This is an optimization exercise on Yosys and OpenROAD, whose aim is small area, not a production implementation. Only simulation tests tie the RTL to the original design; equivalence was not proved. Power figures rest on the tool's default switching activity, not on a simulated workload.

==> flow/design.v <==
module direc (output1,secs_segments,changed,reset,clk);
output [13:0] secs_segments;
output [6:0] output1;
input changed;
input reset;
input clk;
reg       ph2;
reg [2:0] ph7;
reg [1:0] ph3;
wire scan_tick = ~ph2 & ph3[1];
wire sec_inc   = scan_tick & ph7[0];
always @(posedge clk)
if (!reset) begin
  ph2 <= 1'b0; ph7 <= 3'd0; ph3 <= 2'd0;
end else begin
  ph2 <= ~ph2;
  ph7 <= (ph7[2] & ph7[1]) ? 3'd0 : ph7 + 3'd1;
  ph3 <= {ph3[0], ~ph3[1] & ~ph3[0]};
end
reg [3:0] su, mu;
reg [2:0] st, mt;
wire su9 = su[3] & su[0];
wire st5 = st[2] & st[0];
wire mu9 = mu[3] & mu[0];
wire mt5 = mt[2] & mt[0];
wire s_wrap = sec_inc & su9 & st5;
always @(posedge clk)
if (!reset) begin
  su <= 4'd0; st <= 3'd0; mu <= 4'd0; mt <= 3'd0;
end else begin
  if (sec_inc) su <= su9 ? 4'd0 : su + 4'd1;
  if (sec_inc & su9) st <= st5 ? 3'd0 : st + 3'd1;
  if (s_wrap) mu <= mu9 ? 4'd0 : mu + 4'd1;
  if (s_wrap & mu9) mt <= mt5 ? 3'd0 : mt + 3'd1;
end
reg [9:0] pos;
wire pos_end = pos[9] & pos[8] & pos[7] & pos[2];
wire low = ~|pos[9:6];
wire [5:0] p = pos[5:0];
wire p1 = low & (p == 6'd1);
wire p5 = low & (p == 6'd5);
reg [1:0] ht;       
reg [3:0] hu;       
wire new_hour = (mt == 3'd0) & ~mu[3] & ~(mu[2] & mu[1]);
wire tens_carry = (hu[3] & hu[0]) | (ht[1] & hu[1] & hu[0]);
wire units_zero = (hu[3] & hu[0]) | (~ht[1] & ~ht[0] & ~hu[2] & hu[1] & hu[0] & ~mu[2]);
always @(posedge clk)
if (!reset) begin
  pos <= 10'd1; ht <= 2'd3; hu <= 4'd15;
end else if (scan_tick) begin
  pos <= pos_end ? 10'd1 : pos + 10'd1;
  if (p1 & new_hour & tens_carry) ht <= {~ht[1] & ht[0], ~ht[1] & ~ht[0]};
  if (p5 & new_hour) hu <= units_zero ? 4'd0 : hu + 4'd1;
end
function [6:0] seg;
input [3:0] d;
seg = d == 4'd0 ? 7'b0111111 :
      d == 4'd1 ? 7'b0000110 :
      d == 4'd2 ? 7'b1011011 :
      d == 4'd3 ? 7'b1001111 :
      d == 4'd4 ? 7'b1100110 :
      d == 4'd5 ? 7'b1101101 :
      d == 4'd6 ? 7'b1111101 :
      d == 4'd7 ? 7'b0000111 :
      d == 4'd8 ? 7'b1111111 :
      d == 4'd9 ? 7'b1101111 : 7'b0000000;
endfunction
wire [3:0] dig = p == 6'd2  ? {2'b00, ht} :
                 p == 6'd6  ? hu :
                 p == 6'd29 ? {1'b0, mt} :
                 p == 6'd35 ? mu :
                 p == 6'd58 ? {1'b0, st} :
                 p == 6'd63 ? su : 4'd15;
wire [6:0] tim = low ? seg(dig) : 7'b0000000;
reg [6:0] ecl;
always @(*) begin
  ecl = 7'b0000000;
  if (low & ~p[5] & p[1] & ~p[0])
    case (p[4:2])
      3'd0: ecl = 7'b1111001;
      3'd1: ecl = 7'b0111001;
      3'd2: ecl = 7'b0111000;
      3'd3: ecl = 7'b0110000;
      3'd4: ecl = 7'b1110011;
      3'd5: ecl = 7'b1101101;
      3'd6: ecl = 7'b1111011;
      default: ecl = 7'b0000000;
    endcase
end
assign output1 = changed ? ecl : tim;
assign secs_segments = {~(ht[1] & ht[0] ? 7'b0000000 : seg({2'b00, ht})), ~(hu[3] & hu[2] ? 7'b0000000 : seg(hu))};
endmodule
Settings: LEC_CHECK=0, CAP_MARGIN=20, CORE_MARGIN=2, CORE_UTILIZATION=40, SLEW_MARGIN=20; clock period 5.0 ns.
run.sh (not shown) runs the stock make flow with config.mk's settings and CLKGATE_MAP_FILE= SYNTH_SCRIPT=/design/flow/synth_recipe.tcl, a recipe that flattens the netlist after the stock synthesis.
The starting point completed with no timing, DRC or antenna violations.
Edit:
==> flow/design.v (replaced) <==
module direc (output1,secs_segments,changed,reset,clk);
output [13:0] secs_segments;
output [6:0] output1;
input changed;
input reset;
input clk;
reg       ph2;
reg [2:0] ph7;
reg [1:0] ph3;
wire sec_tick  = ~ph2 & ph7[2] & ph7[1];
wire scan_tick = ~ph2 & ph3[1];
always @(posedge clk)
if (!reset) begin
  ph2 <= 1'b0; ph7 <= 3'd0; ph3 <= 2'd0;
end else begin
  ph2 <= ~ph2;
  ph7 <= (ph7[2] & ph7[1]) ? 3'd0 : ph7 + 3'd1;
  ph3 <= {ph3[0], ~ph3[1] & ~ph3[0]};
end
reg [3:0] su, mu, hu;
reg [2:0] st, mt;
reg [1:0] ht;
wire su9 = su[3] & su[0];
wire st5 = st[2] & st[0];
wire mu9 = mu[3] & mu[0];
wire mt5 = mt[2] & mt[0];
wire s_wrap = sec_tick & su9 & st5;
wire m_wrap = s_wrap & mu9 & mt5;
wire h_end  = ht[1] & hu[1] & hu[0];
always @(posedge clk)
if (!reset) begin
  su <= 4'd0; st <= 3'd0; mu <= 4'd0; mt <= 3'd0; hu <= 4'd0; ht <= 2'd0;
end else begin
  if (sec_tick) su <= su9 ? 4'd0 : su + 4'd1;
  if (sec_tick & su9) st <= st5 ? 3'd0 : st + 3'd1;
  if (s_wrap) mu <= mu9 ? 4'd0 : mu + 4'd1;
  if (s_wrap & mu9) mt <= mt5 ? 3'd0 : mt + 3'd1;
  if (m_wrap) begin
    if (hu[3] & hu[0]) begin hu <= 4'd0; ht <= ht + 2'd1; end
    else if (h_end) begin hu <= 4'd0; ht <= 2'd0; end
    else hu <= hu + 4'd1;
  end
end
reg [9:0] pos;
wire pos_end = pos[9] & pos[8] & pos[7] & pos[2];
wire low = ~|pos[9:6];
wire p1  = low & (pos[5:0] == 6'd1);
wire p5  = low & (pos[5:0] == 6'd5);
wire p28 = low & (pos[5:0] == 6'd28);
wire p34 = low & (pos[5:0] == 6'd34);
wire p57 = low & (pos[5:0] == 6'd57);
wire p62 = low & (pos[5:0] == 6'd62);
reg [3:0] dig;
reg [1:0] cap_t;    
reg [3:0] cap_u;    
always @(posedge clk)
if (!reset) begin
  pos <= 10'd1; dig <= 4'd15; cap_t <= 2'd3; cap_u <= 4'd15;
end else if (scan_tick) begin
  pos <= pos_end ? 10'd1 : pos + 10'd1;
  dig <= p1 ? {2'b00, ht} : p5 ? hu : p28 ? {1'b0, mt} : p34 ? mu :
         p57 ? {1'b0, st} : p62 ? su : 4'd15;
  if (p1) cap_t <= ht;
  if (p5) cap_u <= hu;
end
function [6:0] seg;
input [3:0] d;
seg = d == 4'd0 ? 7'b0111111 :
      d == 4'd1 ? 7'b0000110 :
      d == 4'd2 ? 7'b1011011 :
      d == 4'd3 ? 7'b1001111 :
      d == 4'd4 ? 7'b1100110 :
      d == 4'd5 ? 7'b1101101 :
      d == 4'd6 ? 7'b1111101 :
      d == 4'd7 ? 7'b0000111 :
      d == 4'd8 ? 7'b1111111 :
      d == 4'd9 ? 7'b1101111 : 7'b0000000;
endfunction
reg [6:0] ecl;
always @(*) begin
  ecl = 7'b0000000;
  if (low & ~pos[5] & pos[1] & ~pos[0])
    case (pos[4:2])
      3'd0: ecl = 7'b1111001;
      3'd1: ecl = 7'b0111001;
      3'd2: ecl = 7'b0111000;
      3'd3: ecl = 7'b0110000;
      3'd4: ecl = 7'b1110011;
      3'd5: ecl = 7'b1101101;
      3'd6: ecl = 7'b1111011;
      default: ecl = 7'b0000000;
    endcase
end
assign output1 = changed ? ecl : seg(dig);
assign secs_segments = {~(cap_t[1] & cap_t[0] ? 7'b0000000 : seg({2'b00, cap_t})), ~seg(cap_u)};
endmodule
Die area went up by 6.6%.
Area after synthesis rises by 7.0%.
Synthesized cell count rises by 11%.
Utilization hardly moves.
Count of clock-buffer cells in the layout shrinks by 1.
Cell area grows by 7.2%.
Fmax rose by 10%.
Non-clock buffer count came out lower by 1.
First-iteration DRC count goes up by 11%.
Combinational power goes up by 55%.

afterwards: timing with drivers on the ports:
The results above use ideal ports. As a check the final layouts listed here were re-extracted and re-timed, cells and wires unchanged.
Step 1 assumes that a clkbuf_16 drives the clock port and a buf_2 every other input.
Step 2 adds t to the input delays and takes it off the output delays; t is the mean of the earliest and latest rising clock arrival at the registers after step 1. Input paths then give back, and output paths get back, about the clock's delay inside the block.
Slacks: ideal ports / drivers / drivers and shift; pairs: ideal ports / drivers.
run | shift t [ns] | setup slack, ns | worst hold slack (ns) | slew at the worst register clock pin (ns)
the first run | 0.316 | 0.836 / 0.808 / 1.024 | 0.412 / 0.412 / 0.412 | 0.07 / 0.07
the second run | 0.328 | 1.216 / 1.193 / 1.193 | 0.419 / 0.419 / 0.419 | 0.09 / 0.09
After both steps every run listed still meets setup and hold. The setup slack of the second run, which loses most, moves by -0.023 ns with the drivers and by -0.023 ns with both steps.
